Background: an optimization exercise with open tools, aiming at small area. Do not read the settings as production practice. Only simulation tests tie the RTL to the original design; equivalence was not proved. No activity file was given, so power comes from the tool's default toggle rates.

==> flow/design.v <==
`timescale 1ns / 1ps
module clk_divider(
	input wire clk,
	input wire rst,
	output wire segtick,
	output wire randclk,
	output reg [1:0] hi	 
	);
	reg [9:0] s;
	wire z9 = (s[8:0] == 9'd0);
	wire fb = s[9] ^ s[6] ^ z9;
	always @(posedge clk)
		if (rst) begin s <= 0; hi <= 0; end
		else begin
			s <= {s[8:0], fb};
			if (segtick) hi <= hi + 1;
		end
	assign segtick = s[9] & z9;
	assign randclk = (hi == 2'd0) && (s == 10'd1);
endmodule
`timescale 1ns / 1ps
module seg_display(
	input clk,
	input rst,
	input segtick,
	input [1:0] digit,		 
	input [1:0] state,
	input [15:0] bcd,
	output reg [7:0] seg,
	output [3:0] an
    );
	reg started;			 
	wire [1:0] cur = digit - 2'd1;	 
	reg [3:0] num;
	reg [7:0] nxt;
	function [7:0] seg_val;
		input [3:0] n;
		case (n)
			0: seg_val = 8'b11000000;
			1: seg_val = 8'b11111001;
			2: seg_val = 8'b10100100;
			3: seg_val = 8'b10110000;
			4: seg_val = 8'b10011001;
			5: seg_val = 8'b10010010;
			6: seg_val = 8'b10000010;
			7: seg_val = 8'b11111000;
			8: seg_val = 8'b10000000;
			default: seg_val = 8'b10010000;
		endcase
	endfunction
	always @* begin
		case (digit)
			2'd0: num = bcd[15:12];
			2'd1: num = bcd[11:8];
			2'd2: num = bcd[7:4];
			default: num = bcd[3:0];
		endcase
		case (state)
			2'd0: case (digit)
				2'd0: nxt = 8'b11000110;
				2'd1: nxt = 8'b11000001;
				2'd2: nxt = 8'b10000000;
				default: nxt = 8'b10000110;
			endcase
			2'd1: nxt = 8'b01111111;
			2'd2: nxt = seg_val(num);
			default: case (digit)
				2'd0: nxt = 8'b10100001;
				2'd1: nxt = 8'b11000000;
				2'd2: nxt = 8'b11001000;
				default: nxt = 8'b10000110;
			endcase
		endcase
	end
	always @(posedge clk)
		if (rst) begin
			started <= 0;
			seg <= 8'hff;
		end
		else if (segtick) begin
			started <= 1;
			seg <= nxt;
		end
	assign an = started ? ~(4'b1000 >> cur) : 4'b1111;
endmodule
`timescale 1ns / 1ps
module debouncing(
	input clk,
	input rst,
	input btn,
	output press
    );
	reg [4:0] r;
	reg fb;
	always @* begin
		case ({r[4], r[3], r[2], r[0]})
			4'd0: fb = 1'b1;   4'd1: fb = 1'b0;   4'd2: fb = 1'b1;   4'd3: fb = 1'b0;
			4'd4: fb = 1'b1;   4'd5: fb = 1'b0;   4'd6: fb = 1'b1;   4'd7: fb = 1'b1;
			4'd8: fb = 1'b0;   4'd9: fb = 1'b1;   4'd10: fb = 1'b0;  4'd11: fb = 1'b1;
			4'd12: fb = 1'b0;  4'd13: fb = 1'b1;  4'd14: fb = 1'b1;  default: fb = 1'b1;
		endcase
	end
	always @(posedge clk)
		if (rst || !btn) r <= 5'b00000;
		else r <= {r[3:0], fb};
	assign press = ~r[4] & r[3] & r[2] & r[0];
endmodule
module lfsr    (
	input clk,
	input rst,
	output [3:0] out
	);
	reg [3:0] sr;
	wire linear_feedback = ~(sr[3] ^ sr[2]);
	always @(posedge clk)
		if (rst) sr <= 0;
		else sr <= {sr[2:0], linear_feedback};
	assign out = (sr[3] & sr[2]) ? {3'b011, sr[1] | sr[0]} : sr;
endmodule
`timescale 1ns / 1ps
module logic_and_vga(
	input clk,
	input rst,
	input randclk,
	input [7:0] sw,
	input btn_reset,
	input cw_press,
	input ccw_press,
	input hrot_press,
	input vrot_press,
	input [3:0] rand_num,
	output reg [1:0] state,		 
	output reg [15:0] bcd,
	output hsync,
	output vsync,
	output [2:0] red,
	output [2:0] green,
	output [1:0] blue
    );
	reg [2:0] hg, vg;
	reg [6:0] hw, vw;
	wire line_end = (hg == 3'd7) && (hw == 7'd15);
	wire frame_end = (vg == 3'd4) && (vw == 7'd89);
	always @(posedge clk)
		if (rst) begin
			hg <= 0; hw <= 56; vg <= 0; vw <= 49;
		end
		else if (line_end) begin
			hg <= 0; hw <= 56;
			if (frame_end) begin vg <= 0; vw <= 49; end
			else if (vw == 7'd119) begin vg <= vg + 1; vw <= 0; end
			else vw <= vw + 1;
		end
		else if (hw == 7'd119) begin hg <= hg + 1; hw <= 0; end
		else hw <= hw + 1;
	assign hsync = ~(hg == 0 || (hg == 1 && hw < 32));	 
	assign vsync = ~(vg == 0 && vw < 51);			 
	wire clr = rst | btn_reset;
	wire scramble = sw[0] & randclk;
	wire turn = cw_press | ccw_press;
	wire onehot = (sw[7:2] == 6'b100000) | (sw[7:2] == 6'b010000) | (sw[7:2] == 6'b001000) |
	              (sw[7:2] == 6'b000100) | (sw[7:2] == 6'b000010) | (sw[7:2] == 6'b000001);
	reg [2:0] tface;
	reg tccw, tvalid;
	always @* begin
		tface = sw[7] ? 3'd0 : sw[6] ? 3'd1 : sw[5] ? 3'd2 : sw[4] ? 3'd3 : sw[3] ? 3'd4 : 3'd5;
		tccw = ccw_press & ~cw_press;
		tvalid = ~clr & (cw_press | ccw_press) & onehot;
		if (scramble) begin
			tface = (rand_num < 6) ? rand_num[2:0] : rand_num[2:0] - 3'd6;
			tccw = (rand_num >= 6);
			tvalid = ~clr;
		end
	end
	reg [9-1:0] p;
	wire [9-1:0] pn;
	wire [5:0] spin, tstore, dstore;
	wire [1:0] drot;
	wire [2:0] dface;
	orient orient(.p(p), .hrot(hrot_press), .vrot(vrot_press), .tface(tface), .dface(dface),
		.pn(pn), .spin(spin), .tstore(tstore), .dstore(dstore), .drot(drot));
	always @(posedge clk)
		if (clr) p <= 9'd209;
		else p <= pn;
	wire [11:0] ut = tvalid ? (tccw ? {tstore, 6'b0} : {6'b0, tstore}) : 12'b0;
	wire [143:0] stk;
	wire solved;
	cube_state cube_state(.clk(clk), .clr(clr), .spin(spin), .ut(ut), .stk(stk));
	solved_check solved_check(.stk(stk), .solved(solved));
	reg [1:0] st_q;
	always @* state = (st_q == 2 && solved) ? 2'd3 : st_q;
	always @(posedge clk)
		if (clr) st_q <= 0;
		else if (scramble) st_q <= 1;
		else if (turn && state == 1) st_q <= 2;
		else st_q <= state;
	wire counted = ~clr & ~scramble & turn & onehot;
	wire [3:0] d0 = bcd[3:0], d1 = bcd[7:4], d2 = bcd[11:8], d3 = bcd[15:12];
	wire wrap = (bcd == 16'h8191);
	wire c0 = (d0 == 9), c1 = c0 & (d1 == 9), c2 = c1 & (d2 == 9);
	always @(posedge clk) begin
		if (clr | scramble | (counted & wrap)) bcd <= 0;
		else if (counted) begin
			bcd[3:0] <= c0 ? 4'd0 : d0 + 1;
			bcd[7:4] <= c0 ? (c1 ? 4'd0 : d1 + 1) : d1;
			bcd[11:8] <= c1 ? (c2 ? 4'd0 : d2 + 1) : d2;
			bcd[15:12] <= c2 ? d3 + 1 : d3;
		end
	end
	wire [2:0] hcell = {hw >= 70 && hw < 100, hw >= 35 && hw < 65, hw < 30};
	wire [2:0] vcell = {vw >= 70 && vw < 100, vw >= 35 && vw < 65, vw < 30};
	wire [5:0] lcol;
	assign lcol[0] = hg == 5 && hw >= 60 && hw < 70;
	assign lcol[1] = hg == 5 && hw >= 80 && hw < 90;
	assign lcol[2] = hg == 5 && hw >= 100 && hw < 110;
	assign lcol[3] = hg == 6 && hw < 10;
	assign lcol[4] = hg == 6 && hw >= 20 && hw < 30;
	assign lcol[5] = hg == 6 && hw >= 40 && hw < 50;
	wire [2:0] hgrp = (hg == 2) ? 3'd0 : (hg == 3) ? 3'd1 : (hg == 4) ? 3'd2 : (hg == 5) ? 3'd3 : 3'd7;
	wire hin = |hcell && hgrp != 7;
	wire vin = |vcell && vg >= 1 && vg <= 3;
	wire legend = (vg == 4 && vw >= 20 && vw < 30) && |lcol;
	reg [2:0] face;
	always @* begin
		face = 3'd6;
		if (legend)
			face = lcol[0] ? 3'd0 : lcol[1] ? 3'd1 : lcol[2] ? 3'd2 : lcol[3] ? 3'd3 : lcol[4] ? 3'd4 : 3'd5;
		else if (hin && vin) begin
			if (vg == 2) face = hgrp + 3'd1;
			else if (hgrp == 1) face = (vg == 1) ? 3'd0 : 3'd5;
		end
	end
	assign dface = face;
	wire [2:0] dr = legend ? 3'b010 : vcell;
	wire [2:0] dc = legend ? 3'b010 : hcell;
	wire [2:0] sr, sc;
	face_rot face_rot(.n(drot), .r(dr), .c(dc), .rs(sr), .cs(sc));
	wire [2:0] scol;
	sticker_pick sticker_pick(.u(dstore), .r(sr), .c(sc), .stk(stk), .color(scol));
	reg [2:0] pix;
	always @(posedge clk)
		if (rst) pix <= 3'b000;
		else pix <= scol;
	reg [7:0] rgb;
	always @* begin
		case (pix)
			3'b001: rgb = 8'b111_111_11;	 
			3'b010: rgb = 8'b111_100_00;	 
			3'b011: rgb = 8'b000_111_00;	 
			3'b100: rgb = 8'b001_001_11;	 
			3'b101: rgb = 8'b111_000_00;	 
			3'b110: rgb = 8'b111_111_00;	 
			default: rgb = 8'b000_000_00;	 
		endcase
	end
	assign {red, green, blue} = rgb;
endmodule
module orient(
	input [8:0] p,
	input hrot,
	input vrot,
	input [2:0] tface,       
	input [2:0] dface,       
	output [8:0] pn,         
	output [5:0] spin,       
	output [5:0] tstore,     
	output [5:0] dstore,     
	output reg [1:0] drot    
	);
	wire [8:0] p1;
	assign p1[2:0] = hrot ? p[2:0] : p[2:0];
	assign p1[5:3] = hrot ? p[8:6] : p[5:3];
	assign p1[8:6] = hrot ? ~p[5:3] : p[8:6];
	assign pn[2:0] = vrot ? p1[8:6] : p1[2:0];
	assign pn[5:3] = vrot ? p1[5:3] : p1[5:3];
	assign pn[8:6] = vrot ? ~p1[2:0] : p1[8:6];
	wire [2:0] sv0 = p1[2:0], sv1 = ~p1[8:6];
	assign spin = vrot ? ({(sv0 == 3'b110), (sv0 == 3'b100), (sv0 == 3'b101), (sv0 == 3'b011), (sv0 == 3'b010), (sv0 == 3'b001)} | {(sv1 == 3'b110), (sv1 == 3'b100), (sv1 == 3'b101), (sv1 == 3'b011), (sv1 == 3'b010), (sv1 == 3'b001)}) : 6'b0;
	reg [2:0] tc, dc;
	always @* begin
		case (tface)
			3'd0: tc = pn[2:0];
			3'd1: tc = pn[5:3];
			3'd2: tc = pn[8:6];
			3'd3: tc = ~pn[5:3];
			3'd4: tc = ~pn[8:6];
			default: tc = ~pn[2:0];
		endcase
		case (dface)
			3'd0: dc = p[2:0];
			3'd1: dc = p[5:3];
			3'd2: dc = p[8:6];
			3'd3: dc = ~p[5:3];
			3'd4: dc = ~p[8:6];
			3'd5: dc = ~p[2:0];
			default: dc = 3'b000;
		endcase
	end
	assign tstore = {(tc == 3'b110), (tc == 3'b100), (tc == 3'b101), (tc == 3'b011), (tc == 3'b010), (tc == 3'b001)};
	assign dstore = {(dc == 3'b110), (dc == 3'b100), (dc == 3'b101), (dc == 3'b011), (dc == 3'b010), (dc == 3'b001)};
	reg [2:0] nc;
	always @* begin
		case (dface)
			3'd0: nc = ~p[8:6];
			3'd1: nc = p[2:0];
			3'd2: nc = p[2:0];
			3'd3: nc = p[2:0];
			3'd4: nc = p[2:0];
			3'd5: nc = p[8:6];
			default: nc = 3'b000;
		endcase
		case ({dc, nc})
			6'b001010: drot = 2'd3;
			6'b001011: drot = 2'd2;
			6'b001101: drot = 2'd1;
			6'b001100: drot = 2'd0;
			6'b010001: drot = 2'd0;
			6'b010011: drot = 2'd1;
			6'b010100: drot = 2'd3;
			6'b010110: drot = 2'd2;
			6'b011001: drot = 2'd0;
			6'b011010: drot = 2'd3;
			6'b011101: drot = 2'd1;
			6'b011110: drot = 2'd2;
			6'b101001: drot = 2'd0;
			6'b101011: drot = 2'd3;
			6'b101100: drot = 2'd1;
			6'b101110: drot = 2'd2;
			6'b100001: drot = 2'd0;
			6'b100010: drot = 2'd1;
			6'b100101: drot = 2'd3;
			6'b100110: drot = 2'd2;
			6'b110010: drot = 2'd3;
			6'b110011: drot = 2'd0;
			6'b110101: drot = 2'd1;
			6'b110100: drot = 2'd2;
			default: drot = 2'd0;
		endcase
	end
endmodule
module cube_state(
	input clk,
	input clr,              
	input [5:0] spin,       
	input [11:0] ut,        
	output reg [143:0] stk
	);
	wire [143:0] r, nx;
	assign r[2:0] = spin[0] ? stk[23:21] : stk[2:0];
	assign r[5:3] = spin[0] ? stk[20:18] : stk[5:3];
	assign r[8:6] = spin[0] ? stk[17:15] : stk[8:6];
	assign r[11:9] = spin[0] ? stk[14:12] : stk[11:9];
	assign r[14:12] = spin[0] ? stk[11:9] : stk[14:12];
	assign r[17:15] = spin[0] ? stk[8:6] : stk[17:15];
	assign r[20:18] = spin[0] ? stk[5:3] : stk[20:18];
	assign r[23:21] = spin[0] ? stk[2:0] : stk[23:21];
	assign r[26:24] = spin[1] ? stk[47:45] : stk[26:24];
	assign r[29:27] = spin[1] ? stk[44:42] : stk[29:27];
	assign r[32:30] = spin[1] ? stk[41:39] : stk[32:30];
	assign r[35:33] = spin[1] ? stk[38:36] : stk[35:33];
	assign r[38:36] = spin[1] ? stk[35:33] : stk[38:36];
	assign r[41:39] = spin[1] ? stk[32:30] : stk[41:39];
	assign r[44:42] = spin[1] ? stk[29:27] : stk[44:42];
	assign r[47:45] = spin[1] ? stk[26:24] : stk[47:45];
	assign r[50:48] = spin[2] ? stk[71:69] : stk[50:48];
	assign r[53:51] = spin[2] ? stk[68:66] : stk[53:51];
	assign r[56:54] = spin[2] ? stk[65:63] : stk[56:54];
	assign r[59:57] = spin[2] ? stk[62:60] : stk[59:57];
	assign r[62:60] = spin[2] ? stk[59:57] : stk[62:60];
	assign r[65:63] = spin[2] ? stk[56:54] : stk[65:63];
	assign r[68:66] = spin[2] ? stk[53:51] : stk[68:66];
	assign r[71:69] = spin[2] ? stk[50:48] : stk[71:69];
	assign r[74:72] = spin[3] ? stk[95:93] : stk[74:72];
	assign r[77:75] = spin[3] ? stk[92:90] : stk[77:75];
	assign r[80:78] = spin[3] ? stk[89:87] : stk[80:78];
	assign r[83:81] = spin[3] ? stk[86:84] : stk[83:81];
	assign r[86:84] = spin[3] ? stk[83:81] : stk[86:84];
	assign r[89:87] = spin[3] ? stk[80:78] : stk[89:87];
	assign r[92:90] = spin[3] ? stk[77:75] : stk[92:90];
	assign r[95:93] = spin[3] ? stk[74:72] : stk[95:93];
	assign r[98:96] = spin[4] ? stk[119:117] : stk[98:96];
	assign r[101:99] = spin[4] ? stk[116:114] : stk[101:99];
	assign r[104:102] = spin[4] ? stk[113:111] : stk[104:102];
	assign r[107:105] = spin[4] ? stk[110:108] : stk[107:105];
	assign r[110:108] = spin[4] ? stk[107:105] : stk[110:108];
	assign r[113:111] = spin[4] ? stk[104:102] : stk[113:111];
	assign r[116:114] = spin[4] ? stk[101:99] : stk[116:114];
	assign r[119:117] = spin[4] ? stk[98:96] : stk[119:117];
	assign r[122:120] = spin[5] ? stk[143:141] : stk[122:120];
	assign r[125:123] = spin[5] ? stk[140:138] : stk[125:123];
	assign r[128:126] = spin[5] ? stk[137:135] : stk[128:126];
	assign r[131:129] = spin[5] ? stk[134:132] : stk[131:129];
	assign r[134:132] = spin[5] ? stk[131:129] : stk[134:132];
	assign r[137:135] = spin[5] ? stk[128:126] : stk[137:135];
	assign r[140:138] = spin[5] ? stk[125:123] : stk[140:138];
	assign r[143:141] = spin[5] ? stk[122:120] : stk[143:141];
	assign nx[2:0] = ({3{ut[6]}} & r[8:6]) | ({3{ut[0]}} & r[17:15]) | ({3{ut[10]}} & r[41:39]) | ({3{ut[7]}} & r[50:48]) | ({3{ut[4]}} & r[80:78]) | ({3{ut[1]}} & r[119:117]) | ({3{~(clr | ut[0] | ut[1] | ut[4] | ut[6] | ut[7] | ut[10])}} & r[2:0]);
	assign nx[5:3] = ({3{ut[0]}} & r[11:9]) | ({3{ut[6]}} & r[14:12]) | ({3{ut[10]}} & r[35:33]) | ({3{ut[4]}} & r[86:84]) | ({3{~(clr | ut[0] | ut[4] | ut[6] | ut[10])}} & r[5:3]);
	assign nx[8:6] = ({3{ut[0]}} & r[2:0]) | ({3{ut[6]}} & r[23:21]) | ({3{ut[10]}} & r[26:24]) | ({3{ut[3]}} & r[56:54]) | ({3{ut[4]}} & r[95:93]) | ({3{ut[9]}} & r[113:111]) | ({3{~(clr | ut[0] | ut[3] | ut[4] | ut[6] | ut[9] | ut[10])}} & r[8:6]);
	assign nx[11:9] = ({3{ut[6]}} & r[5:3]) | ({3{ut[0]}} & r[20:18]) | ({3{ut[7]}} & r[59:57]) | ({3{ut[1]}} & r[110:108]) | ({3{~(clr | ut[0] | ut[1] | ut[6] | ut[7])}} & r[11:9]);
	assign nx[14:12] = ({3{ut[0]}} & r[5:3]) | ({3{ut[6]}} & r[20:18]) | ({3{ut[3]}} & r[62:60]) | ({3{ut[9]}} & r[107:105]) | ({3{~(clr | ut[0] | ut[3] | ut[6] | ut[9])}} & r[14:12]);
	assign nx[17:15] = ({3{ut[6]}} & r[2:0]) | ({3{ut[0]}} & r[23:21]) | ({3{ut[2]}} & r[47:45]) | ({3{ut[7]}} & r[65:63]) | ({3{ut[8]}} & r[74:72]) | ({3{ut[1]}} & r[104:102]) | ({3{~(clr | ut[0] | ut[1] | ut[2] | ut[6] | ut[7] | ut[8])}} & r[17:15]);
	assign nx[20:18] = ({3{ut[6]}} & r[11:9]) | ({3{ut[0]}} & r[14:12]) | ({3{ut[2]}} & r[38:36]) | ({3{ut[8]}} & r[83:81]) | ({3{~(clr | ut[0] | ut[2] | ut[6] | ut[8])}} & r[20:18]);
	assign nx[23:21] = ({3{ut[0]}} & r[8:6]) | ({3{ut[6]}} & r[17:15]) | ({3{ut[2]}} & r[32:30]) | ({3{ut[3]}} & r[71:69]) | ({3{ut[8]}} & r[89:87]) | ({3{ut[9]}} & r[98:96]) | ({3{~(clr | ut[0] | ut[2] | ut[3] | ut[6] | ut[8] | ut[9])}} & r[23:21]);
	assign nx[26:24] = ({3{ut[4]}} & r[8:6]) | ({3{ut[7]}} & r[32:30]) | ({3{ut[1]}} & r[41:39]) | ({3{ut[0]}} & r[50:48]) | ({3{ut[6]}} & r[98:96]) | ({3{ut[10]}} & r[137:135]) | ({3{~(clr | ut[0] | ut[1] | ut[4] | ut[6] | ut[7] | ut[10])}} & r[26:24]);
	assign nx[29:27] = ({3{ut[1]}} & r[35:33]) | ({3{ut[7]}} & r[38:36]) | ({3{ut[0]}} & r[53:51]) | ({3{ut[6]}} & r[101:99]) | ({3{~(clr | ut[0] | ut[1] | ut[6] | ut[7])}} & r[29:27]);
	assign nx[32:30] = ({3{ut[8]}} & r[23:21]) | ({3{ut[1]}} & r[26:24]) | ({3{ut[7]}} & r[47:45]) | ({3{ut[0]}} & r[56:54]) | ({3{ut[6]}} & r[104:102]) | ({3{ut[2]}} & r[122:120]) | ({3{~(clr | ut[0] | ut[1] | ut[2] | ut[6] | ut[7] | ut[8])}} & r[32:30]);
	assign nx[35:33] = ({3{ut[4]}} & r[5:3]) | ({3{ut[7]}} & r[29:27]) | ({3{ut[1]}} & r[44:42]) | ({3{ut[10]}} & r[140:138]) | ({3{~(clr | ut[1] | ut[4] | ut[7] | ut[10])}} & r[35:33]);
	assign nx[38:36] = ({3{ut[8]}} & r[20:18]) | ({3{ut[1]}} & r[29:27]) | ({3{ut[7]}} & r[44:42]) | ({3{ut[2]}} & r[125:123]) | ({3{~(clr | ut[1] | ut[2] | ut[7] | ut[8])}} & r[38:36]);
	assign nx[41:39] = ({3{ut[4]}} & r[2:0]) | ({3{ut[7]}} & r[26:24]) | ({3{ut[1]}} & r[47:45]) | ({3{ut[11]}} & r[65:63]) | ({3{ut[5]}} & r[113:111]) | ({3{ut[10]}} & r[143:141]) | ({3{~(clr | ut[1] | ut[4] | ut[5] | ut[7] | ut[10] | ut[11])}} & r[41:39]);
	assign nx[44:42] = ({3{ut[7]}} & r[35:33]) | ({3{ut[1]}} & r[38:36]) | ({3{ut[11]}} & r[68:66]) | ({3{ut[5]}} & r[116:114]) | ({3{~(clr | ut[1] | ut[5] | ut[7] | ut[11])}} & r[44:42]);
	assign nx[47:45] = ({3{ut[8]}} & r[17:15]) | ({3{ut[1]}} & r[32:30]) | ({3{ut[7]}} & r[41:39]) | ({3{ut[11]}} & r[71:69]) | ({3{ut[5]}} & r[119:117]) | ({3{ut[2]}} & r[128:126]) | ({3{~(clr | ut[1] | ut[2] | ut[5] | ut[7] | ut[8] | ut[11])}} & r[47:45]);
	assign nx[50:48] = ({3{ut[1]}} & r[2:0]) | ({3{ut[6]}} & r[26:24]) | ({3{ut[8]}} & r[56:54]) | ({3{ut[2]}} & r[65:63]) | ({3{ut[0]}} & r[74:72]) | ({3{ut[7]}} & r[122:120]) | ({3{~(clr | ut[0] | ut[1] | ut[2] | ut[6] | ut[7] | ut[8])}} & r[50:48]);
	assign nx[53:51] = ({3{ut[6]}} & r[29:27]) | ({3{ut[2]}} & r[59:57]) | ({3{ut[8]}} & r[62:60]) | ({3{ut[0]}} & r[77:75]) | ({3{~(clr | ut[0] | ut[2] | ut[6] | ut[8])}} & r[53:51]);
	assign nx[56:54] = ({3{ut[9]}} & r[8:6]) | ({3{ut[6]}} & r[32:30]) | ({3{ut[2]}} & r[50:48]) | ({3{ut[8]}} & r[71:69]) | ({3{ut[0]}} & r[80:78]) | ({3{ut[3]}} & r[128:126]) | ({3{~(clr | ut[0] | ut[2] | ut[3] | ut[6] | ut[8] | ut[9])}} & r[56:54]);
	assign nx[59:57] = ({3{ut[1]}} & r[11:9]) | ({3{ut[8]}} & r[53:51]) | ({3{ut[2]}} & r[68:66]) | ({3{ut[7]}} & r[131:129]) | ({3{~(clr | ut[1] | ut[2] | ut[7] | ut[8])}} & r[59:57]);
	assign nx[62:60] = ({3{ut[9]}} & r[14:12]) | ({3{ut[2]}} & r[53:51]) | ({3{ut[8]}} & r[68:66]) | ({3{ut[3]}} & r[134:132]) | ({3{~(clr | ut[2] | ut[3] | ut[8] | ut[9])}} & r[62:60]);
	assign nx[65:63] = ({3{ut[1]}} & r[17:15]) | ({3{ut[5]}} & r[41:39]) | ({3{ut[8]}} & r[50:48]) | ({3{ut[2]}} & r[71:69]) | ({3{ut[11]}} & r[89:87]) | ({3{ut[7]}} & r[137:135]) | ({3{~(clr | ut[1] | ut[2] | ut[5] | ut[7] | ut[8] | ut[11])}} & r[65:63]);
	assign nx[68:66] = ({3{ut[5]}} & r[44:42]) | ({3{ut[8]}} & r[59:57]) | ({3{ut[2]}} & r[62:60]) | ({3{ut[11]}} & r[92:90]) | ({3{~(clr | ut[2] | ut[5] | ut[8] | ut[11])}} & r[68:66]);
	assign nx[71:69] = ({3{ut[9]}} & r[23:21]) | ({3{ut[5]}} & r[47:45]) | ({3{ut[2]}} & r[56:54]) | ({3{ut[8]}} & r[65:63]) | ({3{ut[11]}} & r[95:93]) | ({3{ut[3]}} & r[143:141]) | ({3{~(clr | ut[2] | ut[3] | ut[5] | ut[8] | ut[9] | ut[11])}} & r[71:69]);
	assign nx[74:72] = ({3{ut[2]}} & r[17:15]) | ({3{ut[6]}} & r[50:48]) | ({3{ut[9]}} & r[80:78]) | ({3{ut[3]}} & r[89:87]) | ({3{ut[0]}} & r[98:96]) | ({3{ut[8]}} & r[128:126]) | ({3{~(clr | ut[0] | ut[2] | ut[3] | ut[6] | ut[8] | ut[9])}} & r[74:72]);
	assign nx[77:75] = ({3{ut[6]}} & r[53:51]) | ({3{ut[3]}} & r[83:81]) | ({3{ut[9]}} & r[86:84]) | ({3{ut[0]}} & r[101:99]) | ({3{~(clr | ut[0] | ut[3] | ut[6] | ut[9])}} & r[77:75]);
	assign nx[80:78] = ({3{ut[10]}} & r[2:0]) | ({3{ut[6]}} & r[56:54]) | ({3{ut[3]}} & r[74:72]) | ({3{ut[9]}} & r[95:93]) | ({3{ut[0]}} & r[104:102]) | ({3{ut[4]}} & r[143:141]) | ({3{~(clr | ut[0] | ut[3] | ut[4] | ut[6] | ut[9] | ut[10])}} & r[80:78]);
	assign nx[83:81] = ({3{ut[2]}} & r[20:18]) | ({3{ut[9]}} & r[77:75]) | ({3{ut[3]}} & r[92:90]) | ({3{ut[8]}} & r[125:123]) | ({3{~(clr | ut[2] | ut[3] | ut[8] | ut[9])}} & r[83:81]);
	assign nx[86:84] = ({3{ut[10]}} & r[5:3]) | ({3{ut[3]}} & r[77:75]) | ({3{ut[9]}} & r[92:90]) | ({3{ut[4]}} & r[140:138]) | ({3{~(clr | ut[3] | ut[4] | ut[9] | ut[10])}} & r[86:84]);
	assign nx[89:87] = ({3{ut[2]}} & r[23:21]) | ({3{ut[5]}} & r[65:63]) | ({3{ut[9]}} & r[74:72]) | ({3{ut[3]}} & r[95:93]) | ({3{ut[11]}} & r[113:111]) | ({3{ut[8]}} & r[122:120]) | ({3{~(clr | ut[2] | ut[3] | ut[5] | ut[8] | ut[9] | ut[11])}} & r[89:87]);
	assign nx[92:90] = ({3{ut[5]}} & r[68:66]) | ({3{ut[9]}} & r[83:81]) | ({3{ut[3]}} & r[86:84]) | ({3{ut[11]}} & r[116:114]) | ({3{~(clr | ut[3] | ut[5] | ut[9] | ut[11])}} & r[92:90]);
	assign nx[95:93] = ({3{ut[10]}} & r[8:6]) | ({3{ut[5]}} & r[71:69]) | ({3{ut[3]}} & r[80:78]) | ({3{ut[9]}} & r[89:87]) | ({3{ut[11]}} & r[119:117]) | ({3{ut[4]}} & r[137:135]) | ({3{~(clr | ut[3] | ut[4] | ut[5] | ut[9] | ut[10] | ut[11])}} & r[95:93]);
	assign nx[98:96] = ({3{ut[3]}} & r[23:21]) | ({3{ut[0]}} & r[26:24]) | ({3{ut[6]}} & r[74:72]) | ({3{ut[10]}} & r[104:102]) | ({3{ut[4]}} & r[113:111]) | ({3{ut[9]}} & r[143:141]) | ({3{~(clr | ut[0] | ut[3] | ut[4] | ut[6] | ut[9] | ut[10])}} & r[98:96]);
	assign nx[101:99] = ({3{ut[0]}} & r[29:27]) | ({3{ut[6]}} & r[77:75]) | ({3{ut[4]}} & r[107:105]) | ({3{ut[10]}} & r[110:108]) | ({3{~(clr | ut[0] | ut[4] | ut[6] | ut[10])}} & r[101:99]);
	assign nx[104:102] = ({3{ut[7]}} & r[17:15]) | ({3{ut[0]}} & r[32:30]) | ({3{ut[6]}} & r[80:78]) | ({3{ut[4]}} & r[98:96]) | ({3{ut[10]}} & r[119:117]) | ({3{ut[1]}} & r[137:135]) | ({3{~(clr | ut[0] | ut[1] | ut[4] | ut[6] | ut[7] | ut[10])}} & r[104:102]);
	assign nx[107:105] = ({3{ut[3]}} & r[14:12]) | ({3{ut[10]}} & r[101:99]) | ({3{ut[4]}} & r[116:114]) | ({3{ut[9]}} & r[134:132]) | ({3{~(clr | ut[3] | ut[4] | ut[9] | ut[10])}} & r[107:105]);
	assign nx[110:108] = ({3{ut[7]}} & r[11:9]) | ({3{ut[4]}} & r[101:99]) | ({3{ut[10]}} & r[116:114]) | ({3{ut[1]}} & r[131:129]) | ({3{~(clr | ut[1] | ut[4] | ut[7] | ut[10])}} & r[110:108]);
	assign nx[113:111] = ({3{ut[3]}} & r[8:6]) | ({3{ut[11]}} & r[41:39]) | ({3{ut[5]}} & r[89:87]) | ({3{ut[10]}} & r[98:96]) | ({3{ut[4]}} & r[119:117]) | ({3{ut[9]}} & r[128:126]) | ({3{~(clr | ut[3] | ut[4] | ut[5] | ut[9] | ut[10] | ut[11])}} & r[113:111]);
	assign nx[116:114] = ({3{ut[11]}} & r[44:42]) | ({3{ut[5]}} & r[92:90]) | ({3{ut[10]}} & r[107:105]) | ({3{ut[4]}} & r[110:108]) | ({3{~(clr | ut[4] | ut[5] | ut[10] | ut[11])}} & r[116:114]);
	assign nx[119:117] = ({3{ut[7]}} & r[2:0]) | ({3{ut[11]}} & r[47:45]) | ({3{ut[5]}} & r[95:93]) | ({3{ut[4]}} & r[104:102]) | ({3{ut[10]}} & r[113:111]) | ({3{ut[1]}} & r[122:120]) | ({3{~(clr | ut[1] | ut[4] | ut[5] | ut[7] | ut[10] | ut[11])}} & r[119:117]);
	assign nx[122:120] = ({3{ut[8]}} & r[32:30]) | ({3{ut[1]}} & r[50:48]) | ({3{ut[2]}} & r[89:87]) | ({3{ut[7]}} & r[119:117]) | ({3{ut[11]}} & r[128:126]) | ({3{ut[5]}} & r[137:135]) | ({3{~(clr | ut[1] | ut[2] | ut[5] | ut[7] | ut[8] | ut[11])}} & r[122:120]);
	assign nx[125:123] = ({3{ut[8]}} & r[38:36]) | ({3{ut[2]}} & r[83:81]) | ({3{ut[5]}} & r[131:129]) | ({3{ut[11]}} & r[134:132]) | ({3{~(clr | ut[2] | ut[5] | ut[8] | ut[11])}} & r[125:123]);
	assign nx[128:126] = ({3{ut[8]}} & r[47:45]) | ({3{ut[9]}} & r[56:54]) | ({3{ut[2]}} & r[74:72]) | ({3{ut[3]}} & r[113:111]) | ({3{ut[5]}} & r[122:120]) | ({3{ut[11]}} & r[143:141]) | ({3{~(clr | ut[2] | ut[3] | ut[5] | ut[8] | ut[9] | ut[11])}} & r[128:126]);
	assign nx[131:129] = ({3{ut[1]}} & r[59:57]) | ({3{ut[7]}} & r[110:108]) | ({3{ut[11]}} & r[125:123]) | ({3{ut[5]}} & r[140:138]) | ({3{~(clr | ut[1] | ut[5] | ut[7] | ut[11])}} & r[131:129]);
	assign nx[134:132] = ({3{ut[9]}} & r[62:60]) | ({3{ut[3]}} & r[107:105]) | ({3{ut[5]}} & r[125:123]) | ({3{ut[11]}} & r[140:138]) | ({3{~(clr | ut[3] | ut[5] | ut[9] | ut[11])}} & r[134:132]);
	assign nx[137:135] = ({3{ut[4]}} & r[26:24]) | ({3{ut[1]}} & r[65:63]) | ({3{ut[10]}} & r[95:93]) | ({3{ut[7]}} & r[104:102]) | ({3{ut[11]}} & r[122:120]) | ({3{ut[5]}} & r[143:141]) | ({3{~(clr | ut[1] | ut[4] | ut[5] | ut[7] | ut[10] | ut[11])}} & r[137:135]);
	assign nx[140:138] = ({3{ut[4]}} & r[35:33]) | ({3{ut[10]}} & r[86:84]) | ({3{ut[11]}} & r[131:129]) | ({3{ut[5]}} & r[134:132]) | ({3{~(clr | ut[4] | ut[5] | ut[10] | ut[11])}} & r[140:138]);
	assign nx[143:141] = ({3{ut[4]}} & r[41:39]) | ({3{ut[9]}} & r[71:69]) | ({3{ut[10]}} & r[80:78]) | ({3{ut[3]}} & r[98:96]) | ({3{ut[5]}} & r[128:126]) | ({3{ut[11]}} & r[137:135]) | ({3{~(clr | ut[3] | ut[4] | ut[5] | ut[9] | ut[10] | ut[11])}} & r[143:141]);
	always @(posedge clk)
		if (clr) stk <= nx | 144'b110110110110110110110110100100100100100100100100101101101101101101101101011011011011011011011011010010010010010010010010001001001001001001001001;
		else stk <= nx;
endmodule
module solved_check(
	input [143:0] stk,
	output solved
	);
	assign solved = (stk[2:0] == 3'b001) &&
		(stk[5:3] == 3'b001) &&
		(stk[8:6] == 3'b001) &&
		(stk[11:9] == 3'b001) &&
		(stk[14:12] == 3'b001) &&
		(stk[17:15] == 3'b001) &&
		(stk[20:18] == 3'b001) &&
		(stk[23:21] == 3'b001) &&
		(stk[26:24] == 3'b010) &&
		(stk[29:27] == 3'b010) &&
		(stk[32:30] == 3'b010) &&
		(stk[35:33] == 3'b010) &&
		(stk[38:36] == 3'b010) &&
		(stk[41:39] == 3'b010) &&
		(stk[44:42] == 3'b010) &&
		(stk[47:45] == 3'b010) &&
		(stk[50:48] == 3'b011) &&
		(stk[53:51] == 3'b011) &&
		(stk[56:54] == 3'b011) &&
		(stk[59:57] == 3'b011) &&
		(stk[62:60] == 3'b011) &&
		(stk[65:63] == 3'b011) &&
		(stk[68:66] == 3'b011) &&
		(stk[71:69] == 3'b011) &&
		(stk[74:72] == 3'b101) &&
		(stk[77:75] == 3'b101) &&
		(stk[80:78] == 3'b101) &&
		(stk[83:81] == 3'b101) &&
		(stk[86:84] == 3'b101) &&
		(stk[89:87] == 3'b101) &&
		(stk[92:90] == 3'b101) &&
		(stk[95:93] == 3'b101) &&
		(stk[98:96] == 3'b100) &&
		(stk[101:99] == 3'b100) &&
		(stk[104:102] == 3'b100) &&
		(stk[107:105] == 3'b100) &&
		(stk[110:108] == 3'b100) &&
		(stk[113:111] == 3'b100) &&
		(stk[116:114] == 3'b100) &&
		(stk[119:117] == 3'b100);
endmodule
module sticker_pick(
	input [5:0] u,
	input [2:0] r,
	input [2:0] c,
	input [143:0] stk,
	output [2:0] color
	);
	wire [2:0] v0_0 = ({3{c[0]}} & stk[2:0]) | ({3{c[1]}} & stk[5:3]) | ({3{c[2]}} & stk[8:6]);
	wire [2:0] v0_1 = ({3{c[0]}} & stk[11:9]) | ({3{c[1]}} & 3'b001) | ({3{c[2]}} & stk[14:12]);
	wire [2:0] v0_2 = ({3{c[0]}} & stk[17:15]) | ({3{c[1]}} & stk[20:18]) | ({3{c[2]}} & stk[23:21]);
	wire [2:0] v1_0 = ({3{c[0]}} & stk[26:24]) | ({3{c[1]}} & stk[29:27]) | ({3{c[2]}} & stk[32:30]);
	wire [2:0] v1_1 = ({3{c[0]}} & stk[35:33]) | ({3{c[1]}} & 3'b010) | ({3{c[2]}} & stk[38:36]);
	wire [2:0] v1_2 = ({3{c[0]}} & stk[41:39]) | ({3{c[1]}} & stk[44:42]) | ({3{c[2]}} & stk[47:45]);
	wire [2:0] v2_0 = ({3{c[0]}} & stk[50:48]) | ({3{c[1]}} & stk[53:51]) | ({3{c[2]}} & stk[56:54]);
	wire [2:0] v2_1 = ({3{c[0]}} & stk[59:57]) | ({3{c[1]}} & 3'b011) | ({3{c[2]}} & stk[62:60]);
	wire [2:0] v2_2 = ({3{c[0]}} & stk[65:63]) | ({3{c[1]}} & stk[68:66]) | ({3{c[2]}} & stk[71:69]);
	wire [2:0] v3_0 = ({3{c[0]}} & stk[74:72]) | ({3{c[1]}} & stk[77:75]) | ({3{c[2]}} & stk[80:78]);
	wire [2:0] v3_1 = ({3{c[0]}} & stk[83:81]) | ({3{c[1]}} & 3'b101) | ({3{c[2]}} & stk[86:84]);
	wire [2:0] v3_2 = ({3{c[0]}} & stk[89:87]) | ({3{c[1]}} & stk[92:90]) | ({3{c[2]}} & stk[95:93]);
	wire [2:0] v4_0 = ({3{c[0]}} & stk[98:96]) | ({3{c[1]}} & stk[101:99]) | ({3{c[2]}} & stk[104:102]);
	wire [2:0] v4_1 = ({3{c[0]}} & stk[107:105]) | ({3{c[1]}} & 3'b100) | ({3{c[2]}} & stk[110:108]);
	wire [2:0] v4_2 = ({3{c[0]}} & stk[113:111]) | ({3{c[1]}} & stk[116:114]) | ({3{c[2]}} & stk[119:117]);
	wire [2:0] v5_0 = ({3{c[0]}} & stk[122:120]) | ({3{c[1]}} & stk[125:123]) | ({3{c[2]}} & stk[128:126]);
	wire [2:0] v5_1 = ({3{c[0]}} & stk[131:129]) | ({3{c[1]}} & 3'b110) | ({3{c[2]}} & stk[134:132]);
	wire [2:0] v5_2 = ({3{c[0]}} & stk[137:135]) | ({3{c[1]}} & stk[140:138]) | ({3{c[2]}} & stk[143:141]);
	assign color = ({3{u[0] & r[0]}} & v0_0) | ({3{u[0] & r[1]}} & v0_1) | ({3{u[0] & r[2]}} & v0_2) | ({3{u[1] & r[0]}} & v1_0) | ({3{u[1] & r[1]}} & v1_1) | ({3{u[1] & r[2]}} & v1_2) | ({3{u[2] & r[0]}} & v2_0) | ({3{u[2] & r[1]}} & v2_1) | ({3{u[2] & r[2]}} & v2_2) | ({3{u[3] & r[0]}} & v3_0) | ({3{u[3] & r[1]}} & v3_1) | ({3{u[3] & r[2]}} & v3_2) | ({3{u[4] & r[0]}} & v4_0) | ({3{u[4] & r[1]}} & v4_1) | ({3{u[4] & r[2]}} & v4_2) | ({3{u[5] & r[0]}} & v5_0) | ({3{u[5] & r[1]}} & v5_1) | ({3{u[5] & r[2]}} & v5_2);
endmodule
module face_rot(
	input [1:0] n,
	input [2:0] r,
	input [2:0] c,
	output reg [2:0] rs,
	output reg [2:0] cs
	);
	always @*
		case (n)
			2'd0: begin rs = {r[2], r[1], r[0]}; cs = {c[2], c[1], c[0]}; end
			2'd1: begin rs = {c[2], c[1], c[0]}; cs = {r[0], r[1], r[2]}; end
			2'd2: begin rs = {r[0], r[1], r[2]}; cs = {c[0], c[1], c[2]}; end
			2'd3: begin rs = {c[0], c[1], c[2]}; cs = {r[2], r[1], r[0]}; end
		endcase
endmodule
`timescale 1ns / 1ps
module cube_top( 
	input clk, 
	input rst,
	input [7:0] sw, 
	input btn_reset, 
	input btn_ccw, 
	input btn_cw,
	input btn_hrot, 
	input btn_vrot,
	output [7:0] seg, 
	output [3:0] an,
	output hsync,			 
	output vsync,			 
	output [2:0] red,		 
	output [2:0] green,	 
	output [1:0] blue		 
    );
	wire segtick;
	wire randclk;
	wire [1:0] digit;	 
	wire cw_press, ccw_press, hrot_press, vrot_press;
	wire [1:0] state;	 
	wire [15:0] bcd;	 
	wire [3:0] rand_num;	 
	clk_divider clk_divider(.clk(clk), .rst(rst), .segtick(segtick), .randclk(randclk), .hi(digit));
	seg_display seg_display(.clk(clk), .rst(rst), .segtick(segtick), .digit(digit), .state(state),
		.bcd(bcd), .seg(seg), .an(an));
	debouncing d1(.clk(clk), .rst(rst), .btn(btn_cw), .press(cw_press));
	debouncing d2(.clk(clk), .rst(rst), .btn(btn_ccw), .press(ccw_press));
	debouncing d3(.clk(clk), .rst(rst), .btn(btn_hrot), .press(hrot_press));
	debouncing d4(.clk(clk), .rst(rst), .btn(btn_vrot), .press(vrot_press));
	lfsr lfsr(.clk(clk), .rst(rst), .out(rand_num));
	logic_and_vga logic_and_vga(
		.clk(clk), .rst(rst), .randclk(randclk), .sw(sw), .btn_reset(btn_reset),
		.cw_press(cw_press), .ccw_press(ccw_press),
		.hrot_press(hrot_press), .vrot_press(vrot_press),
		.rand_num(rand_num), .state(state), .bcd(bcd),
		.hsync(hsync), .vsync(vsync), .red(red), .green(green), .blue(blue));
endmodule
==> flow/run.sh <==
#!/bin/bash
# synth_recipe.tcl (not shown) runs the flow's synth.tcl, then flattens the netlist and writes it again
# the make line also repeats each setting of config.mk as NAME=value (left out here)
make -C /OpenROAD-flow-scripts/flow DESIGN_CONFIG=/design/flow/config.mk WORK_HOME=/design/flow/orfs CLKGATE_MAP_FILE= SYNTH_SCRIPT=/design/flow/synth_recipe.tcl finish
==> flow/config.mk <==
export PLATFORM = sky130hd
export DESIGN_NAME = cube_top
export DESIGN_NICKNAME = cube_top
export VERILOG_FILES = /design/flow/design.v
export SDC_FILE = /design/flow/constraint.sdc
export NUM_CORES = 8
export LEC_CHECK = 0
export CAP_MARGIN = 20
export CORE_MARGIN = 2
export CORE_UTILIZATION = 25
export SLEW_MARGIN = 20
==> flow/constraint.sdc <==
create_clock -name core_clock -period 12.0 [get_ports {clk}]
set_input_delay 2.4000 -clock core_clock [delete_from_list [all_inputs] [get_ports {clk}]]
set_output_delay 2.4000 -clock core_clock [all_outputs]
set_load 0.01 [all_outputs]
==> impl_metrics.json, run 1 <==
{
  "outcome": "no timing/DRC/antenna violations",
  "grt_antenna_before_repair": 2,
  "syn-mean-instance-area_um2": 7.50,
  "core_mm2": 0.0712,
  "synth.most_common_cell": "nand2_1",
  "period_needed_ns": 7.99,
  "first_iter_violations": 2881,
  "drv_cap": 0,
  "critical_path.cell_chain": "clkdlybuf4s50_1, nand2_1, or4b_2, a21oi_1, nor2b_1, mux2_2, a21oi_1, nand3_1, nor2_1, buf_4, and2_1, nand2_1, o22ai_1, a21oi_1, o211ai_1",
  "fin_crit_sh_pct": 66.6,
  "grt_overflow": 0,
  "synthFlopType": "dfxtp_1",
  "critical_path_class": "in -> reg",
  "finalHoldViolCount": 0,
  "finalSetupViolCount": 0,
  "firstDrtPassIters": 10,
  "arrival_ns": 8.49,
  "synth_area_leader_cell": "dfxtp_1",
  "grt_pass1_wl_um": 112000,
  "synth-seq-area-share_pct": 26.7,
  "fin_skew_ns": 0.0208,
  "cts_tree": "built",
  "initial_utilization_pct": 25.2,
  "syn_nets": 2456,
  "ctsHoldBuffers": 0,
  "synth_edf_count": 0,
  "clkLatencyLatePin_ns": 0.60,
  "finalMaxSlewViolations": 0,
  "top_usage_layer": "met2",
  "multi_input_area_mm2": 0.0124,
  "layout.nets": 2385,
  "post_cts_buffers": 0,
  "max_slew_margin_pct": 19.2,
  "rsz0062_at_grt": "no",
  "leakagePower_uw": 0.00682,
  "port_buffers": 35,
  "routedWlPerCell_um": 22.3,
  "cpPeakStageDelay_ns": 0.83,
  "cts_buffers": 29,
  "grt_max_degree": 190,
  "fillers": 7677,
  "power_density_mw_per_mm2": 99.5,
  "via_count": 19800,
  "die_h_um": 272,
  "startpoint_type": "input port",
  "routed_wl_um": 73600,
  "seq_area_mm2": 0.00478,
  "gp_congestion": 0.997,
  "cts_buffer_depth": 3,
  "tns_ns": 0,
  "met3_usage_pct": 5.79,
  "worst_slew_pin_slew_ns": 1.20,
  "synthesis.area_mm2": 0.0180,
  "required_ns": 12.49,
  "rows": 98,
  "irDropWorstVdd_v": 0.000127,
  "crit_slowest_cell": "or4b_2",
  "cp_top_family": "simple AND/OR/NAND/NOR gates",
  "area.growth.synth_to_final_pct": 13.0,
  "htreeDepth": 1,
  "drive_gt1_share_pct": 7.16,
  "ys_warn_count": 8,
  "grt_pass1_vias": 18400,
  "crit_buf_inv": 2,
  "async_flop_share_pct": 0,
  "crit_path_frequent_cell": "a21oi_1",
  "crit_fanout": 12,
  "dp_hpwl_um": 49600,
  "die-area_mm2": 0.0740,
  "synth_seq_cells": 239,
  "hp-class": "reg -> reg",
  "drc_errors": 0,
  "synth_area_leaders": "dfxtp_1 27%, mux2i_1 9.8%, nand2_1 7.1%",
  "netlist.area_leader.share_pct": 26.7,
  "cts_resized": 0,
  "die_width_um": 272,
  "gr-usage-met2_pct": 27.9,
  "ios": 37,
  "clock_sinks": 239,
  "worstSetupEndpointType": "register",
  "power.total_uw": 2020,
  "met1_usage_pct": 24.9,
  "synth_cells": 2395,
  "fmax_mhz": 125,
  "synthDistinctLibCells": 94,
  "cts_root_buf": "clkbuf_16",
  "avgViaCountPerCell": 6.00,
  "ant_nets": 0,
  "path_clk_slew_ns": 0.06,
  "netlist_top_cells_count": "341 x nand2_1, 239 x dfxtp_1, 187 x o21ai_0",
  "grt_use_total_pct": 19.0
}
## through the flow
step	hold WS [ns]	cells	instance area, um^2	setup slack, ns	util, %
6_report	0.427	3298	20300	4.01	28.5
5_1_grt	0.450	3297	20300	3.87	28.5
4_1_cts	0.431	3297	20300	4.24	28.5
3_5_place_dp	0.416	3243	19200	3.65	27.0
3_3_place_gp	0.408	3243	19200	3.69	27.0
2_1_floorplan	0.406	2395	18000	5.69	-
## final timing paths
| path | start | endpoint | slack (ns) | cells past startpoint |
|---|---|---|---|---|
| max | sw[0] | logic_and_vga.cube_state.stk[81] | 4.01 | 15 |
| min | d4.r[1] | d4.r[2] | 0.43 | 1 |
| max reg2reg | logic_and_vga.hg[2] | logic_and_vga.pix[2] | 4.94 | 21 |
| min reg2reg | d4.r[1] | d4.r[2] | 0.43 | 1 |
## layout by cell type, fill, tap and decap left out, types with 11 or more instances in the layout
| cell type | n |
|---|---|
| o21ai_0 | 186 |
| clkbuf_16 | 29 |
| nand3b_1 | 12 |
| nand4b_1 | 12 |
| nand3_1 | 111 |
| and2_1 | 31 |
| xnor2_1 | 16 |
| nand2_1 | 341 |
| mux2i_1 | 175 |
| ha_1 | 46 |
| inv_1 | 46 |
| nand4_1 | 15 |
| o221ai_1 | 49 |
| o22ai_1 | 95 |
| a211o_1 | 13 |
| a211oi_1 | 19 |
| or3_1 | 13 |
| mux2_2 | 21 |
| nor3_1 | 64 |
| o211ai_1 | 32 |
| clkdlybuf4s50_1 | 34 |
| a222oi_1 | 38 |
| a221oi_1 | 13 |
| a32oi_1 | 17 |
| nor2_1 | 166 |
| or2_2 | 12 |
| nor4_1 | 19 |
| nand2b_1 | 16 |
| a31oi_1 | 59 |
| nor2b_1 | 30 |
| buf_4 | 37 |
| a21oi_1 | 107 |
| dfxtp_1 | 239 |
| xor2_1 | 11 |
## cell families after synthesis
family | synth area share [%]
AO/OA/AOI/OAI | 27.9
buffers and inverters | 4.98
adder cells (fa/ha/maj) | 3.37
AND/OR/NAND/NOR | 24.2
XOR/XNOR | 1.32
multiplexers | 11.6
flip-flops | 26.7
## registers in the layout, indices dropped and copies added, names as in the netlist
register,cells
logic_and_vga.vw,7
logic_and_vga.pix,3
seg_display.seg,8
logic_and_vga.p,9
seg_display.started,1
logic_and_vga.bcd,16
clk_divider.hi,2
logic_and_vga.vg,3
d3.r,5
d2.r,5
d1.r,5
logic_and_vga.st_q,2
logic_and_vga.hw,7
d4.r,5
logic_and_vga.cube_state.stk,144
clk_divider.s,10
lfsr.sr,4
logic_and_vga.hg,3
## area by class of cell
cell class	count	share of cell area [%]
tap	950	5.86
timing repair buffer	73	3.17
clock inverter	17	1.23
inverter	48	0.888
clock buffer	37	3.92
sequential	239	23.6
antenna	1	0.0123
multi-input combinational	1933	61.3
## layer usage
metal | up-vias | routed length [um]
li1 | 8912 | -
met1 | 9205 | 29300
met2 | 1353 | 30200
met3 | 313 | 9820
met4 | 2 | 4170
met5 | - | 9
## power by group
group / switching [uW] / internal [uW]
sequential: 24.4 / 811
combinational: 135 / 61.7
clock: 389 / 597
## worst reg2reg max path, stage by stage, from the launching register on
cell and delay, ns:
dfxtp_1 0.53, inv_1 0.10, ha_1 0.23, or4b_2 0.69
nand2_1 0.09, ha_1 0.14, nor4_1 0.06, and3_4 0.21
a31oi_4 0.40, o311ai_0 0.23, o31a_1 0.18, o22ai_4 0.61
or3b_1 0.51, nor3_1 0.13, nor4_2 0.53, o21ai_0 0.28
o21ai_4 0.11, buf_4 0.49, a22oi_1 0.26, a31oi_1 0.44
a31oi_1 0.16, a41oi_1 0.51
==> run 2, diff against run 1 <==
==> flow/flow/run.sh (new file) <==
#!/bin/bash
# Own layout flow: the standard flow (standard.sh), with one change: the
# combinational cells of the standard synthesis are re-mapped by ABC with an
# area-oriented script before the layout. The flip-flops are kept exactly as
# the standard synthesis made them (same instances, names and cells). Each
# tool's output goes to a log file in this folder.
set -euo pipefail
W=$(pwd)
R=$W/orfs/results/${FLOW_PLATFORM:-sky130hd}/cube_top/base
FH=${FLOW_HOME:-/OpenROAD-flow-scripts/flow}
LIB=$FH/platforms/sky130hd/lib/sky130_fd_sc_hd__tt_025C_1v80.lib
YOSYS=$FH/../tools/install/yosys/bin/yosys
[ -x "$YOSYS" ] || YOSYS=yosys

# 1. the standard synthesis
bash standard.sh synth > $W/log_1_standard_synth.txt 2>&1
cp $R/1_2_yosys.v $W/standard_synth.v

# 2. re-map the combinational cells (flip-flops kept as black boxes)
DU=$(sed -n '/DONT_USE_CELLS +=/,/^$/p' $FH/platforms/sky130hd/config.mk | grep -o 'sky130_fd_sc_hd__[a-z0-9_]*' | sed 's/^/-dont_use /' | tr '\n' ' ')
sed -e "s|@LIB@|$LIB|g" -e "s|@DU@|$DU|g" -e "s|@IN@|$W/standard_synth.v|g" -e "s|@OUT@|$W/remapped.v|g" \
    -e "s|@ABC@|$W/flow/remap.abc|g" -e "s|@CONSTR@|$W/flow/abc.constr|g" $W/flow/remap.ys > $W/remap_run.ys
$YOSYS -s $W/remap_run.ys > $W/log_2_remap.txt 2>&1
cp $W/remapped.v $R/1_2_yosys.v
rm -f $R/1_synth.odb $R/1_synth.sdc

# 3. the rest of the standard flow, from the re-mapped netlist
bash standard.sh > $W/log_3_standard_finish.txt 2>&1
test -f $W/out/final.def
==> flow/flow/abc.constr (new file) <==
set_driving_cell sky130_fd_sc_hd__buf_1
set_load 5
==> flow/flow/remap.abc (new file) <==
&get -n
&st
&syn2
&dch -f
&nf -R 1000
&put
buffer -c
topo
stime -c
upsize -c
dnsize -c
==> flow/flow/remap.ys (new file) <==
# Re-map the standard synthesis netlist: the flip-flops (sky130_fd_sc_hd__dfxtp_1)
# stay black boxes; the rest is flattened to logic and mapped again by ABC.
read_liberty -ignore_miss_func @LIB@
read_verilog @IN@
hierarchy -top cube_top
setattr -mod -set blackbox 1 sky130_fd_sc_hd__dfxtp_1
flatten
opt_clean -purge
abc -liberty @LIB@ @DU@ -script @ABC@ -constr @CONSTR@ -D 12000
opt_clean -purge
setundef -zero
hilomap -singleton -hicell sky130_fd_sc_hd__conb_1 HI -locell sky130_fd_sc_hd__conb_1 LO
insbuf -buf sky130_fd_sc_hd__buf_4 A X
splitnets
opt_clean -purge
read_liberty -lib @LIB@
tee -o /dev/stdout stat -liberty @LIB@
check -assert -mapped
write_verilog -noattr -nohex -nodec @OUT@
==> flow/standard.sh (new file) <==
#!/bin/bash
# synth_recipe.tcl (not shown) runs the flow's synth.tcl, then flattens the netlist and writes it again
# the make line also repeats each setting of config.mk as NAME=value (left out here)
make -C /OpenROAD-flow-scripts/flow DESIGN_CONFIG=/design/flow/config.mk WORK_HOME=/design/flow/orfs CLKGATE_MAP_FILE= SYNTH_SCRIPT=/design/flow/synth_recipe.tcl "${@:-finish}"
removed: flow/run.sh
==> impl_metrics.json, run 2 <==
{
  "initial_utilization_pct": 25.3,
  "r2r-end": "logic_and_vga.pix[2]",
  "finalSetupViolCount": 0,
  "clkLatencyLatePin_ns": 0.61,
  "die_h_um": 265,
  "cts_resized": 0,
  "syn_nets": 2376,
  "fmax_mhz": 124,
  "gp_congestion": 1.03,
  "top_regs": "logic_and_vga.cube_state.stk x144, logic_and_vga.bcd x16, clk_divider.s x10",
  "min_path_cells": 1,
  "critical_path_class": "in -> reg",
  "routed_wl_um": 73500,
  "pre_cts_slack_ns": 3.68,
  "cts_buffer_depth": 3,
  "startpoint_type": "input port",
  "area.growth.synth_to_final_pct": 12.6,
  "fin_skew_ns": 0.0145,
  "period_needed_ns": 8.08,
  "rsz0062_at_grt": "no",
  "startpoint": "sw[0]",
  "layout.nets": 2309,
  "first_iter_violations": 2791,
  "dp_cells": 3134,
  "grt_pass1_vias": 17900,
  "post_cts_buffers": 0,
  "ys_warn_count": 8,
  "syn-mean-instance-area_um2": 7.23,
  "met1_usage_pct": 25.9,
  "firstDrtPassIters": 7,
  "finalHoldViolCount": 0,
  "hp-class": "reg -> reg",
  "power_density_mw_per_mm2": 102,
  "grt_antenna_before_repair": 1,
  "outcome": "no timing/DRC/antenna violations",
  "power.total_uw": 1950,
  "layout.cells.non_filler": 3191,
  "grt_use_total_pct": 19.9,
  "via_count": 19700,
  "cts_buffers": 31,
  "top_register": "logic_and_vga.cube_state.stk",
  "routedWlPerCell_um": 23.0,
  "path_clk_slew_ns": 0.06,
  "drive_gt1_share_pct": 7.51,
  "grt_pass1_wl_um": 110000,
  "largest_reg_flops": 144,
  "grt_max_degree": 185,
  "ios": 37,
  "die-area_mm2": 0.0704,
  "port_buffers": 35,
  "diodes": 0,
  "reg2reg_from": "logic_and_vga.vw[3]",
  "min_from": "d4.r[1]",
  "ant_nets": 0,
  "fin_crit_sh_pct": 67.4,
  "htreeDepth": 1,
  "rrSetupSlack_ns": 4.71,
  "worst_slew_pin_slew_ns": 1.22,
  "mostFrequentLayoutCell": "nand2_1",
  "rows": 95,
  "cts_tree": "built",
  "finalMaxSlewViolations": 0,
  "arrival_ns": 8.61,
  "core_mm2": 0.0674,
  "grt_overflow": 0,
  "final_cell_mix": "344 x nand2_1, 239 x dfxtp_1, 230 x nor2_1",
  "post-route-util_pct": 28.5,
  "required_ns": 12.52,
  "met3_usage_pct": 6.17,
  "synthesis.area_mm2": 0.0171,
  "dp_hpwl_um": 50500,
  "r2r_cells": 24,
  "irDropWorstVdd_v": 0.000118,
  "gr-usage-met2_pct": 28.7,
  "synth_cells": 2361,
  "leakagePower_uw": 0.00726,
  "ctsHoldBuffers": 0,
  "drc_errors": 0,
  "die_width_um": 265,
  "layout_setup_ws_ns": 3.92,
  "cts_root_buf": "clkbuf_16",
  "critPathCapture": "logic_and_vga.cube_state.stk[9]",
  "crit_fanout": 19,
  "clock_sinks": 239,
  "avgViaCountPerCell": 6.16,
  "worstSetupEndpointType": "register",
  "drv_cap": 0,
  "top_usage_layer": "met2",
  "max_slew_margin_pct": 16.4,
  "tns_ns": 0
}
## run 2: report_power, final
| group | leakage (uW) | internal (uW) | total [uW] | switching, uW |
|---|---|---|---|---|
| registers | 0.00194 | 811 | 835 | 24.0 |
| clock network | 0.000485 | 537 | 929 | 392 |
| logic | 0.00483 | 54.8 | 189 | 134 |
## run 2: worst min path at each step
stage                          to  slack (ns)
after detailed placement  d1.r[2]        0.42
after global routing      d1.r[2]        0.45
after global placement    d2.r[2]        0.41
after floorplan           d1.r[2]        0.41
final                     d4.r[2]        0.42
after CTS                 d4.r[2]        0.43
## run 2: cell type report
cell class | instances | area [um^2]
Inverter | 22 | 82.6
Tap cell | 873 | 1090
Timing Repair Buffer | 74 | 651
Fill cell | 7265 | 48200
Clock inverter | 8 | 65.1
Sequential cell | 239 | 4780
Multi-Input combinational cell | 1926 | 11600
Clock buffer | 49 | 943
## run 2: metrics by stage
stage                     area [um^2]  hold WS [ns]
after global routing            19200         0.449
after CTS                       19200         0.431
after floorplan                 17100         0.406
final                           19200         0.424
after detailed placement        18200         0.416
after global placement          18200         0.407
## run 2: routing by layer
layer / share of wire [%] / vias up / routed length (um)
met1: 39 / 9057 / 28600
met4: 7.2 / 2 / 5260
met5: 0.069 / - / 51
li1: - / 8686 / -
met3: 14 / 391 / 10200
met2: 40 / 1522 / 29400
## run 2: critical path: stages
cell	delay (ns)
clkdlybuf4s50_1	0.48
nand2_1	0.05
or4_1	0.66
o21ai_1	0.57
nand2b_1	0.28
mux2i_1	0.10
a22oi_1	0.45
nand3_1	0.35
inv_1	0.21
nand2_1	0.50
nor2_2	0.83
buf_4	0.47
nand2_1	0.60
o22ai_1	0.43
a211oi_1	0.08
o21ai_0	0.11

## re-timing with driven ports
The flow's constraints put no driver on any port. The routed layouts listed below were extracted and timed again, unchanged, in two steps. Step 1 (the two cells are an assumption about what drives the block):
set clk [get_ports {clk}]
set_driving_cell -lib_cell sky130_fd_sc_hd__clkbuf_16 $clk
set_driving_cell -lib_cell sky130_fd_sc_hd__buf_2 [delete_from_list [all_inputs] $clk]
Step 2 times the ports against the registers' clock, not the clock port: input delays grow and output delays shrink by t, the midpoint of the rising clock arrivals with the driver on. a / b / c = no drivers / after step 1 / after step 2; a / b = the first two.
| run | t, ns | setup WS [ns] | clock arrival spread, ns | worst data-port slew with drivers (ns) | cell pins on the clock port's net |
|---|---|---|---|---|---|
| run 1 | 0.641 | 4.008 / 4.033 / 3.392 | 0.021 / 0.021 | 0.09 | 1 |
| run 2 | 0.667 | 3.915 / 3.940 / 3.274 | 0.015 / 0.015 | 0.04 | 1 |
After both steps every run listed still meets setup and hold. The setup slack of run 2, which loses most, moves by +0.025 ns with the drivers and by -0.641 ns with both steps.
